Background: an optimization exercise with open tools, aiming at small area and few clock cycles. Do not read the settings as production practice. Function was checked by simulation only, so behaviour that the tests miss may differ from the original.

==> flow/design.v <==
`timescale 1ns/1ps
module rv32i_cpu(
  input clk,
  input reset,
  output [31:0] imem_addr,
  input [31:0] imem_rdata,
  output mem_we,
  output [31:0] mem_addr,
  output [31:0] mem_wdata,
  output [3:0] mem_wmask,
  input [31:0] mem_rdata,
  output [31:0] pc_debug
);
wire [31:0] ins = imem_rdata;
wire [6:0] opcode = ins[6:0];
wire [4:0] rd = ins[11:7];
wire [2:0] f3 = ins[14:12];
wire [4:0] rs1 = ins[19:15];
wire [4:0] rs2 = ins[24:20];
wire f7_alt = (ins[31:25] == 7'b0100000);
wire op_lui    = (opcode == 7'b0110111);
wire op_auipc  = (opcode == 7'b0010111);
wire op_jal    = (opcode == 7'b1101111);
wire op_jalr   = (opcode == 7'b1100111);
wire op_branch = (opcode == 7'b1100011);
wire op_load   = (opcode == 7'b0000011);
wire op_store  = (opcode == 7'b0100011);
wire op_imm    = (opcode == 7'b0010011);
wire op_reg    = (opcode == 7'b0110011);
wire op_system = (opcode == 7'b1110011);
reg [31:0] pc;
reg [31:0] mtvec;
reg [31:0] mcause;
reg mtvec_ok, mcause_ok;
function [31:0] bk_carry;
  input [31:0] g;
  input [31:0] p;
  input cin;
  reg [31:0] G, P;
  integer d, i;
  begin
    G = g;
    P = p;
    G[0] = g[0] | (p[0] & cin);
    for (d = 1; d < 32; d = d * 2)
      for (i = 2 * d - 1; i < 32; i = i + 2 * d) begin
        G[i] = G[i] | (P[i] & G[i - d]);
        P[i] = P[i] & P[i - d];
      end
    for (d = 8; d >= 1; d = d / 2)
      for (i = 3 * d - 1; i < 32; i = i + 2 * d) begin
        G[i] = G[i] | (P[i] & G[i - d]);
        P[i] = P[i] & P[i - d];
      end
    bk_carry = G;
  end
endfunction
function [32:0] bk_add;
  input [31:0] x;
  input [31:0] y;
  input cin;
  reg [31:0] g, p, G, P;
  integer d, i;
  begin
    g = x & y;
    p = x ^ y;
    G = g;
    P = p;
    G[0] = g[0] | (p[0] & cin);
    for (d = 1; d < 32; d = d * 2)
      for (i = 2 * d - 1; i < 32; i = i + 2 * d) begin
        G[i] = G[i] | (P[i] & G[i - d]);
        P[i] = P[i] & P[i - d];
      end
    for (d = 8; d >= 1; d = d / 2)
      for (i = 3 * d - 1; i < 32; i = i + 2 * d) begin
        G[i] = G[i] | (P[i] & G[i - d]);
        P[i] = P[i] & P[i - d];
      end
    bk_add = {G[31], p ^ {G[30:0], cin}};
  end
endfunction
reg phase;
wire [31:0] wd;
wire rf_we = op_lui | op_auipc | op_jal | op_jalr | op_load | op_imm | op_reg |
             (op_system & (f3 == 3'b001 | f3 == 3'b010));
wire [31:0] wc = (wd ^ {32{phase}}) | {32{reset}};    
reg [32*32-1:32] rf;
wire [31:0] sel1, sel2;
assign sel1[0] = 1'b0;
assign sel2[0] = 1'b0;
genvar gi, gj;
generate
  for (gi = 1; gi < 32; gi = gi + 1) begin : g_rf
    wire [31:0] r = rf[gi*32 +: 32];
    wire [31:0] rn;
    wire we = reset | (rf_we & (rd == gi));
    wire hold = ~(reset | (rf_we & (rd == gi)));
    assign sel1[gi] = (rs1 == gi);
    assign sel2[gi] = (rs2 == gi);
    for (gj = 0; gj < 32; gj = gj + 1) begin : g_b
      rf_bit u_b(.s(r[gj]), .we(we), .hold(hold), .c(wc[gj]), .y(rn[gj]));
    end
    always @(posedge clk) rf[gi*32 +: 32] <= rn;
  end
endgenerate
always @(posedge clk or posedge reset)
  if (reset) phase <= 1'b0;
  else phase <= ~phase;
wire ph1 = phase & (rs1 != 5'd0);
wire ph2 = phase & (rs2 != 5'd0);
wire [31:0] a, b_reg;
generate
  for (gj = 0; gj < 32; gj = gj + 1) begin : g_rd
    wire [30:0] v;
    for (gi = 1; gi < 32; gi = gi + 1) begin : g_v
      assign v[gi-1] = rf[gi*32 + gj];
    end
    rf_read u_r1(.s(sel1[31:1]), .v(v), .ph(ph1), .y(a[gj]));
    rf_read u_r2(.s(sel2[31:1]), .v(v), .ph(ph2), .y(b_reg[gj]));
  end
endgenerate
wire [31:0] imm_i = {{20{ins[31]}}, ins[31:20]};
wire [31:0] imm_s = {{20{ins[31]}}, ins[31:25], ins[11:7]};
wire [31:0] imm_u = {ins[31:12], 12'b0};
wire [31:0] imm_b = {{19{ins[31]}}, ins[31], ins[7], ins[30:25], ins[11:8], 1'b0};
wire [31:0] imm_j = {{11{ins[31]}}, ins[31], ins[19:12], ins[20], ins[30:21], 1'b0};
wire use_rs2 = op_reg | op_branch;
wire [31:0] b = use_rs2 ? b_reg : op_store ? imm_s : imm_i;
wire sub = op_branch | (op_reg & f3 == 3'b000 & f7_alt) |
           ((op_reg | op_imm) & f3[2:1] == 2'b01);
wire [31:0] y = b ^ {32{sub}};
wire [31:0] ap = a ^ y;
wire [31:0] ag = a & y;
wire [31:0] ac = bk_carry(ag, ap, sub);
wire [32:0] sum = {ac[31], ap ^ {ac[30:0], sub}};
wire carry = sum[32];
wire ltu = ~carry;
wire lt = (a[31] ^ b[31]) ? a[31] : sum[31];
wire eq = &ap;
wire shl = (f3 == 3'b001);
wire [31:0] sh_in;
genvar gk;
generate
  for (gk = 0; gk < 32; gk = gk + 1) begin : g_rev
    assign sh_in[gk] = shl ? a[31-gk] : a[gk];
  end
endgenerate
wire sh_fill = f7_alt & a[31] & ~shl;
wire [31:0] sh_r = $signed({sh_fill, sh_in}) >>> b[4:0];
wire [31:0] sh_rev;
generate
  for (gk = 0; gk < 32; gk = gk + 1) begin : g_rev2
    assign sh_rev[gk] = sh_r[31-gk];
  end
endgenerate
wire [15:0] ld_h = mem_rdata[15:0];
reg [31:0] ld;
always @* begin
  case (f3)
    3'b000: ld = {{24{ld_h[7]}}, ld_h[7:0]};
    3'b100: ld = {24'b0, ld_h[7:0]};
    3'b001: ld = {{16{ld_h[15]}}, ld_h};
    3'b101: ld = {16'b0, ld_h};
    default: ld = mem_rdata;
  endcase
end
wire csr_is_mtvec = (ins[31:20] == 12'h305);
wire csr_is_mcause = (ins[31:20] == 12'h342);
wire [31:0] csr_old = (csr_is_mtvec & mtvec_ok ? mtvec : 32'b0) | (csr_is_mcause & mcause_ok ? mcause : 32'b0);
wire csr_w = op_system & (f3 == 3'b001 | f3 == 3'b010);
wire [31:0] csr_new = a | (f3[1] ? csr_old : 32'b0);
wire ecall = op_system & (f3 == 3'b000) & (ins[31:20] == 12'b0);
wire [31:2] inc_c;
assign inc_c[2] = 1'b1;
genvar gc;
generate
  for (gc = 3; gc < 32; gc = gc + 1) begin : g_inc
    assign inc_c[gc] = inc_c[gc-1] & pc[gc-1];
  end
endgenerate
wire [31:0] pc4 = {pc[31:2] ^ inc_c, pc[1:0]};
wire [31:0] pc_imm_full = bk_add(pc, op_jal ? imm_j : op_branch ? imm_b : imm_u, 1'b0);
wire [31:0] pc_imm = pc_imm_full[31:0];
reg taken;
always @* begin
  case (f3)
    3'b000: taken = eq;
    3'b001: taken = ~eq;
    3'b100: taken = lt;
    3'b101: taken = ~lt;
    3'b110: taken = ltu;
    3'b111: taken = ~ltu;
    default: taken = 1'b0;
  endcase
end
wire n_tgt = op_jal | (op_branch & taken);
wire n_seq = ~(ecall | op_jalr | n_tgt);
wire [31:0] next_pc = ({32{ecall & mtvec_ok}} & mtvec) |
                      ({32{op_jalr}} & {sum[31:1], 1'b0}) |
                      ({32{n_tgt}} & pc_imm) |
                      ({32{n_seq}} & pc4);
wire arith = op_imm | op_reg;
wire r_sum = arith & f3 == 3'b000;
wire r_shr = arith & f3 == 3'b101;
wire r_shl = arith & f3 == 3'b001;
wire r_slt = arith & f3 == 3'b010;
wire r_sltu = arith & f3 == 3'b011;
wire r_xor = arith & f3 == 3'b100;
wire r_or = arith & f3 == 3'b110;
wire r_and = arith & f3 == 3'b111;
wire r_csr = ~(op_lui | arith | op_load | op_auipc | op_jal | op_jalr);
assign wd = ({32{r_sum}} & sum[31:0]) |
            ({32{r_shr}} & sh_r) |
            ({32{r_shl}} & sh_rev) |
            {31'b0, (r_slt & lt) | (r_sltu & ltu)} |
            ({32{r_xor}} & ap) |
            ({32{r_or}} & (ap | ag)) |
            ({32{r_and}} & ag) |
            ({32{op_load}} & ld) |
            ({32{op_lui}} & imm_u) |
            ({32{op_auipc}} & pc_imm) |
            ({32{op_jal | op_jalr}} & pc4) |
            ({32{r_csr}} & csr_old);
always @(posedge clk or posedge reset) begin
  if (reset) begin
    pc <= 32'b0;
    mtvec_ok <= 1'b0;
    mcause_ok <= 1'b0;
  end else begin
    pc <= next_pc;
    if (csr_w & csr_is_mtvec) mtvec_ok <= 1'b1;
    if (ecall | (csr_w & csr_is_mcause)) mcause_ok <= 1'b1;
  end
end
always @(posedge clk) begin
  if (csr_w & csr_is_mtvec) mtvec <= csr_new;
  if (ecall) mcause <= 32'd11;
  else if (csr_w & csr_is_mcause) mcause <= csr_new;
end
assign imem_addr = pc;
assign pc_debug = pc;
assign mem_addr = sum[31:0];
assign mem_wdata = b_reg;
assign mem_we = op_store;
assign mem_wmask = {f3 == 3'b010, f3 == 3'b010, f3 == 3'b010 | f3 == 3'b001, f3 == 3'b010 | f3 == 3'b001 | f3 == 3'b000};
endmodule
module rf_bit(input s, input we, input hold, input c, output y);
  assign y = ~((s | we) & (c | hold));
endmodule
module rf_read(input [30:0] s, input [30:0] v, input ph, output y);
  wire [10:0] t;    
  wire [2:0] u;     
  wire w;           
  genvar k;
  generate
    for (k = 0; k < 10; k = k + 1) begin : g_t
      c_ao222_n u_t(.a1(s[3*k]), .a2(v[3*k]), .b1(s[3*k+1]), .b2(v[3*k+1]), .c1(s[3*k+2]), .c2(v[3*k+2]), .y(t[k]));
    end
  endgenerate
  c_nand2 u_t10(.a(s[30]), .b(v[30]), .y(t[10]));
  c_nand4 u_u0(.a(t[0]), .b(t[1]), .c(t[2]), .d(t[3]), .y(u[0]));
  c_nand4 u_u1(.a(t[4]), .b(t[5]), .c(t[6]), .d(t[7]), .y(u[1]));
  c_nand3 u_u2(.a(t[8]), .b(t[9]), .c(t[10]), .y(u[2]));
  c_nor3 u_w(.a(u[0]), .b(u[1]), .c(u[2]), .y(w));
  c_xnor2 u_y(.a(w), .b(ph), .y(y));
endmodule
module c_ao222_n(input a1, input a2, input b1, input b2, input c1, input c2, output y);
  assign y = ~((a1 & a2) | (b1 & b2) | (c1 & c2));
endmodule
module c_nand2(input a, input b, output y);
  assign y = ~(a & b);
endmodule
module c_nand3(input a, input b, input c, output y);
  assign y = ~(a & b & c);
endmodule
module c_nand4(input a, input b, input c, input d, output y);
  assign y = ~(a & b & c & d);
endmodule
module c_nor3(input a, input b, input c, output y);
  assign y = ~(a | b | c);
endmodule
module c_xnor2(input a, input b, output y);
  assign y = ~(a ^ b);
endmodule
==> flow/flow/run.sh <==
#!/bin/bash
# Standard ORFS layout, except that the combinational logic is mapped with an
# ABC script that recovers more area, and the port buffers use a plain buffer cell.
# Register names and cell types are checked against the standard synthesis.
set -uo pipefail
HERE=$(pwd)
R=$HERE/orfs/results/$FLOW_PLATFORM/rv32i_cpu/base

# 1. standard synthesis (reference for the register check)
bash standard.sh synth > log_synth_standard.txt 2>&1 || exit 1
cp $R/1_2_yosys.v std_1_2_yosys.v
mkdir -p std_synth; cp $R/1_* std_synth/ 2>/dev/null
cp orfs/reports/$FLOW_PLATFORM/rv32i_cpu/base/synth_stat.txt std_synth_stat.txt 2>/dev/null

# 2. the same synthesis with another ABC script
sed "s|log_cmd abc {\*}\$abc_args|log_cmd abc -script $HERE/flow/area.abc {*}[lrange \$abc_args 2 end]|" \
  $FLOW_HOME/scripts/synth.tcl > my_synth.tcl
grep -q "flow/area.abc" my_synth.tcl || { echo "abc line not found"; exit 1; }
sed "s|source \$::env(SCRIPTS_DIR)/synth.tcl|source $HERE/my_synth.tcl|" synth_recipe.tcl > my_synth_recipe.tcl
grep -q "my_synth.tcl" my_synth_recipe.tcl || { echo "source line not found"; exit 1; }
rm -f $R/1_2_yosys.v $R/1_2_yosys.sdc $R/1_synth.odb $R/1_synth.sdc
bash standard.sh SYNTH_SCRIPT=$HERE/my_synth_recipe.tcl synth > log_synth_area.txt 2>&1
ok=$?
if [ $ok -eq 0 ] && python3 flow/regs.py std_1_2_yosys.v $R/1_2_yosys.v area_1_2_yosys.v > log_regcheck.txt 2>&1; then
  cp area_1_2_yosys.v $R/1_2_yosys.v
  rm -f $R/1_synth.odb $R/1_synth.sdc
  bash standard.sh synth > log_synth_odb.txt 2>&1
  ok=$?
fi
if [ $ok -eq 0 ] && python3 flow/regs.py std_1_2_yosys.v $R/1_2_yosys.v /dev/null >> log_regcheck.txt 2>&1; then
  echo "using area synthesis" | tee -a log_regcheck.txt
else
  echo "falling back to standard synthesis" | tee -a log_regcheck.txt
  rm -f $R/1_synth.odb $R/1_synth.sdc
  cp std_synth/1_* $R/
fi

# 3. the rest of the standard flow, with plain port buffers
# and a clock tree with larger sink clusters, without dummy loads
# and global placement's repair buffering with buf_2 only
bash standard.sh "BUFFER_PORTS_ARGS=-buffer_cell sky130_fd_sc_hd__buf_2" \
  "PRE_GLOBAL_PLACE_TCL=$HERE/flow/gpl_buffers.tcl" \
  "CTS_ARGS=-sink_clustering_enable -repair_clock_nets -dont_use_dummy_load -buf_list {sky130_fd_sc_hd__clkbuf_16} -sink_clustering_size 25 -sink_clustering_max_diameter 120" \
  finish > log_finish.txt 2>&1
==> flow/flow/area.abc <==
strash
&get -n
&st
&syn2
&dch
&nf -R 0
&put
topo
==> flow/flow/gpl_buffers.tcl <==
# Before global placement: let its timing-driven repair buffer nets with
# buf_2 only (the default choice, buf_4, takes more area for the same job).
set_dont_use [list sky130_fd_sc_hd__buf_1 sky130_fd_sc_hd__buf_4 sky130_fd_sc_hd__buf_6 \
  sky130_fd_sc_hd__buf_8 sky130_fd_sc_hd__buf_12 sky130_fd_sc_hd__buf_16 \
  sky130_fd_sc_hd__bufbuf_* sky130_fd_sc_hd__dlygate* sky130_fd_sc_hd__clkdlybuf* \
  sky130_fd_sc_hd__dlymetal* sky130_fd_sc_hd__clkbuf_* sky130_fd_sc_hd__bufinv*]
==> flow/flow/regs.py <==
#!/usr/bin/env python3
# regs.py STD.v MINE.v OUT.v
# Give the flip-flops of MINE (a Yosys netlist of the same RTL as STD, mapped with
# another ABC script) the instance names STD gives them, pairing them by the net on
# their Q pin; check that both have the same flip-flops, with the same cell types.
import re, sys

INST = re.compile(r'^(\s*)(sky130_fd_sc_hd__\w+)\s+(\\\S+\s|\S+)\s*\((.*?)\);\s*$', re.M | re.S)
FLOP = re.compile(r'^sky130_fd_sc_hd__(e?df|sdf|sedf|dl)')

def flops(text):
    out = {}
    for m in INST.finditer(text):
        cell, name, body = m.group(2), m.group(3).strip(), m.group(4)
        if FLOP.match(cell):
            q = re.search(r'\.Q\(\s*(\\\S+\s|[^\s)]+)\s*\)', body)
            if not q:
                sys.exit("flop without Q: " + name)
            out[q.group(1).strip()] = (name, cell)
    return out

std = open(sys.argv[1]).read()
mine = open(sys.argv[2]).read()
fs, fm = flops(std), flops(mine)
if set(fs) != set(fm) or not fs:
    sys.exit("flip-flop Q nets differ: %d vs %d" % (len(fs), len(fm)))
for q in fs:
    if fs[q][1] != fm[q][1]:
        sys.exit("cell type differs for %s: %s vs %s" % (q, fs[q][1], fm[q][1]))
newname = {fm[q][0]: fs[q][0] for q in fs}
taken = set(n for n, _ in fs.values())
count = [0]

def repl(m):
    name = m.group(3).strip()
    if name in newname:
        new = newname[name]
    elif name in taken:
        count[0] += 1
        new = '_abc%d_' % count[0]
        while new in taken:
            count[0] += 1
            new = '_abc%d_' % count[0]
    else:
        return m.group(0)
    if new.startswith('\\'):
        new = new + ' '
    return m.group(1) + m.group(2) + ' ' + new + ' (' + m.group(4) + ');'

out = INST.sub(repl, mine)
names = [m.group(3).strip() for m in INST.finditer(out)]
if len(names) != len(set(names)):
    sys.exit("duplicate instance names after renaming")
fo = flops(out)
if {q: v for q, v in fo.items()} != fs:
    sys.exit("renaming failed")
open(sys.argv[3], 'w').write(out)
print("registers renamed and matched: %d (other cells renamed: %d)" % (len(fs), count[0]))
==> flow/standard.sh <==
#!/bin/bash
# synth_recipe.tcl (not shown) runs the flow's synth.tcl, then flattens the netlist and writes it again
# the make line also repeats each setting of config.mk as NAME=value (left out here)
make -C /OpenROAD-flow-scripts/flow DESIGN_CONFIG=/design/flow/config.mk WORK_HOME=/design/flow/orfs CLKGATE_MAP_FILE= SYNTH_SCRIPT=/design/flow/synth_recipe.tcl "${@:-finish}"
==> flow/config.mk <==
export PLATFORM = sky130hd
export DESIGN_NAME = rv32i_cpu
export DESIGN_NICKNAME = rv32i_cpu
export VERILOG_FILES = /design/flow/design.v
export SDC_FILE = /design/flow/constraint.sdc
export NUM_CORES = 4
export LEC_CHECK = 0
export ABC_AREA = 1
export CAP_MARGIN = 20
export CELL_PAD_IN_SITES_DETAIL_PLACEMENT = 2
export CELL_PAD_IN_SITES_GLOBAL_PLACEMENT = 2
export CORE_MARGIN = 2
export CORE_UTILIZATION = 42
export PLACE_DENSITY = 0.6
export SLEW_MARGIN = 20
export SYNTH_HIERARCHICAL = 1
==> flow/constraint.sdc <==
create_clock -name core_clock -period 14.0 [get_ports {clk}]
set_input_delay 2.8000 -clock core_clock [delete_from_list [all_inputs] [get_ports {clk}]]
set_output_delay 2.8000 -clock core_clock [all_outputs]
set_load 0.01 [all_outputs]
==> summary.txt <==
[per-stage QoR]
stage	utilization, %	hold WS, ps	cells	worst slack, ps
2_1_floorplan	-	430	4849	231
3_3_place_gp	46.8	445	6834	506
3_5_place_dp	46.8	461	6835	473
4_1_cts	47.9	477	6886	428
5_1_grt	48.0	489	6888	246
6_report	48.0	477	6895	460
[flip-flops by register name, indices dropped and copies added (netlist names)]
signal,flops
mtvec,32
phase,1
pc,32
mtvec_ok,1
rf,992
mcause,32
mcause_ok,1
[cell usage after synthesis (7+ instances only)]
cell / n / area share [%]
a211oi_1: 15 / 0.23
and2_0: 7 / 0.090
fa_1: 31 / 1.3
edfxtp_1: 32 / 2.0
mux2i_1: 71 / 1.5
o21bai_1: 7 / 0.11
o22ai_1: 1015 / 13
o21ai_0: 97 / 1.0
a22o_1: 32 / 0.58
a21o_1: 24 / 0.37
o221a_1: 13 / 0.30
nand2_1: 329 / 2.6
ha_1: 121 / 3.1
a221o_1: 12 / 0.25
and3_1: 8 / 0.10
dfrtp_1: 35 / 1.8
nand3_1: 126 / 1.3
xor2_1: 16 / 0.29
nor3_1: 118 / 1.2
a221oi_1: 47 / 0.85
a31oi_1: 16 / 0.21
a22oi_1: 29 / 0.45
nor2_1: 217 / 1.7
o221ai_1: 14 / 0.25
nand2b_1: 10 / 0.13
nor4_1: 9 / 0.12
nor2b_1: 12 / 0.16
a21oi_1: 184 / 1.9
nand4_1: 142 / 1.8
dfxtp_1: 1024 / 42
clkinv_1: 134 / 1.0
or2_0: 11 / 0.14
a222oi_1: 651 / 13
o211ai_1: 17 / 0.26
buf_4: 33 / 0.51
xnor2_1: 120 / 2.2
[modules after synthesis (local to each module, per instance), a selection]
module	cells inside	times used	area, um^2	flip-flops and latches
c_ao222_n	1	640	10.0	0
c_nand2	1	64	3.75	0
c_nand3	1	64	5.00	0
c_nand4	1	128	6.26	0
c_nor3	1	64	5.00	0
c_xnor2	1	64	8.76	0
rf_bit	1	992	6.26	0
rv32i_cpu	2833	1	33600	1091
[kinds of logic (layout without fill, tap and decap cells)]
family | after synthesis | count (layout)
xor gates and xnor gates | 136 | 136
buffers and inverters | 167 | 694
muxes | 78 | 78
adders and majority gates | 153 | 153
and+or+nand+nor | 1014 | 1014
other | 0 | 7
AOI/OAI and AO/OA | 2210 | 2210
DFF | 1091 | 1091
[per-layer routing]
layer	global-route usage, %	vias up	wire length [um]
met2	71.2	4281	124000
met5	0	-	106
met3	16.6	1137	40900
met4	36.4	16	26800
li1	-	22000	-
met1	59.3	28000	107000
[worst max path at each step]
stage | start | to | depth (start not counted)
5_1_grt | imem_rdata[22] | mem_addr[27] | 26
3_3_place_gp | imem_rdata[20] | mem_addr[27] | 26
3_5_place_dp | imem_rdata[20] | mem_addr[27] | 26
6_report | imem_rdata[21] | mem_addr[27] | 26
2_1_floorplan | imem_rdata[23] | mem_addr[31] | 22
4_1_cts | imem_rdata[20] | mem_addr[27] | 26
[cell type report]
type / instances / area share (%)
clock buffer: 51 / 2.33
multi-input combinational: 3591 / 47.8
inverter: 134 / 0.919
antenna: 7 / 0.0319
tap: 1512 / 3.45
sequential: 1091 / 40.7
timing repair buffer: 509 / 4.76
[worst max-delay path, cell delays in order]
cell and delay [ps]:
buf_2 280, nand2b_1 390, or2_0 530, nor2_4 270, buf_2 370, a222oi_1 410
nand4_1 420, nor3_1 360, xnor2_1 250, mux2i_1 160, xnor2_1 360, clkinv_1 120
ha_1 330, nand4_1 250, o211ai_1 570, a221oi_1 260, buf_2 200, o21ai_0 250
clkinv_1 140, o21ai_1 480, clkinv_1 240, o21a_1 260, fa_1 410, xor2_1 330
clkinv_1 120, buf_2 150
[power by group through the flow]
stage               clock network [mW]  logic, mW  registers, mW
floorplan                            0       1.15           3.75
global placement                     0       2.02           3.81
detailed placement                   0       2.08           3.84
CTS                               1.72       2.09           3.77
global route                      1.81       2.27           3.83
finish                            1.73       2.19           3.79
[repair_timing]
item / CTS / global route
buffers inserted: 0 / 0
resized for setup: 0 / 2
endpoints found under the setup margin: 0 / 1
==> impl_metrics.json <==
{
  "r2r_slack_ps": 3320,
  "crit_path_end_kind": "primary output",
  "switching_share_pct": 37.7,
  "layout_commonest_cell": "dfxtp_1",
  "ant_nets": 0,
  "fmax_mhz": 73.9,
  "stdcell_area_mm2": 0.0549,
  "tns_ps": 0,
  "period_needed_ps": 13540,
  "core_area_mm2": 0.114,
  "n_fill_cell": 12200,
  "yosysWarningCount": 7,
  "numCtsBuffers": 51,
  "cp.required_ps": 11200,
  "syn_inst": 4849,
  "slew-limit-headroom_pct": 16.1,
  "maxCapViolations": 0,
  "ff2ff_path_depth": 27,
  "slew_violations": 0,
  "wire_per_inst_um": 43.4,
  "min_path_cells": 1,
  "multi_input_area_mm2": 0.0262,
  "cts_tree": "built",
  "start_kind": "primary input",
  "rr_startpoint": "phase$_DFF_PP0_",
  "synth_xor_area_share_pct": 2.46,
  "die_area_mm2": 0.118,
  "grt_usage_pct": 48.8,
  "synth_compound_area_share_pct": 34.0,
  "path_class": "primary input to primary output",
  "min_path_type": "register to register",
  "dieHeight_um": 344,
  "yosys_most_used_dff": "dfxtp_1",
  "clk_path_buf_depth": 3,
  "p_int_mw": 4.80,
  "grt_pass1_vias": 55300,
  "ys_seq_area_share_pct": 46.1,
  "nNetsFinal": 5596,
  "synth_top_family_by_area": "compound AO/OA/AOI/OAI gates",
  "firstDrtPassIters": 13,
  "clkTransAtPathRegs_ps": 100,
  "p_total_mw": 7.71,
  "rsz0062_at_grt": "no",
  "synth_enable_flop_cells": 32,
  "peakVddDrop_uv": 101,
  "r2r_end": "rf[636]$_DFF_P_",
  "io_buffers": 198,
  "synth_fa_ha_area_share_pct": 4.43,
  "start_util_pct": 42.3,
  "hold_viol_final": 0,
  "synthArstFlopShare_pct": 3.21,
  "htreeDepth": 2,
  "avgSynthCellArea_um2": 9.98,
  "insertion_delay_ps": 760,
  "crit_fanout": 18,
  "grt_overflow": 0,
  "synth_area_mm2": 0.0484,
  "grt_max_degree": 46,
  "synthMuxAreaShare_pct": 1.68,
  "skew_ps": 140,
  "synthDistinctLibCells": 61,
  "p_seq_share_pct": 49.2,
  "p_leak_nw": 20.2,
  "antenna_found_initial": 24,
  "most-common-layout-cells": "dfxtp_1 (1024), o22ai_1 (1015), a222oi_1 (651)",
  "ys_seq_elements": 1091,
  "synth_nets": 5067,
  "num_vias": 55400,
  "outcome": "complete, no violations",
  "timing.final.setup_violations": 0,
  "crit_arrival_ps": 10740,
  "power.density_mw_per_mm2": 140,
  "clock_sinks": 1091,
  "syn_to_final_growth_pct": 13.4,
  "min_to": "rf[571]$_DFF_P_",
  "ff_latch_area_mm2": 0.0223,
  "hpwl_mm": 211,
  "postPlaceCellArea_mm2": 0.0535,
  "synthSimpleGateAreaFrac_pct": 9.74,
  "min_period_over_period_pct": 96.7,
  "drt_iter0_drc": 10200,
  "holdBufCountCts": 0,
  "drive_gt1_share_pct": 12.8,
  "drc_errors": 0,
  "io_pins": 199,
  "wirelength_mm": 299,
  "hold_path.startpoint": "rf[571]$_DFF_P_",
  "grt_pass1_wl_mm": 419,
  "p_clk_share_pct": 22.4,
  "gp_congestion": 1.05,
  "vias_per_cell": 8.03,
  "die_w_um": 344,
  "p_switching_mw": 2.90,
  "cts-root-buf": "clkbuf_16",
  "rows": 124,
  "worst_pin_slew_ps": 1250,
  "p_comb_share_pct": 28.4
}
Testbench counts, summed over its fixed seeds: cycles 43,101.

[what the ideal ports hide]
Ports are ideal in the flow. The routed layout listed here was re-timed in OpenROAD.
Step 1 sets driving cells, clkbuf_16 on the clock port and buf_2 on the other inputs (assumed; they add their load-dependent delay and slew).
Step 2 times the ports against the registers' clock, not the clock port: input delays grow and output delays shrink by t, the midpoint of the rising clock arrivals with the driver on.
Slacks: no drivers / after step 1 / after step 2; pairs: no drivers / after step 1.
t (ns): 0.762
slack for setup (ns): 0.460 / 0.434 / 0.434
worst setup path at the end: input to output
worst register clock-pin slew, ns: 0.11 / 0.11
worst slew at a driven data input, ns: 0.05
After both steps this run still meets setup and hold. The setup slack of this run moves by -0.026 ns with the drivers and by -0.026 ns with both steps.
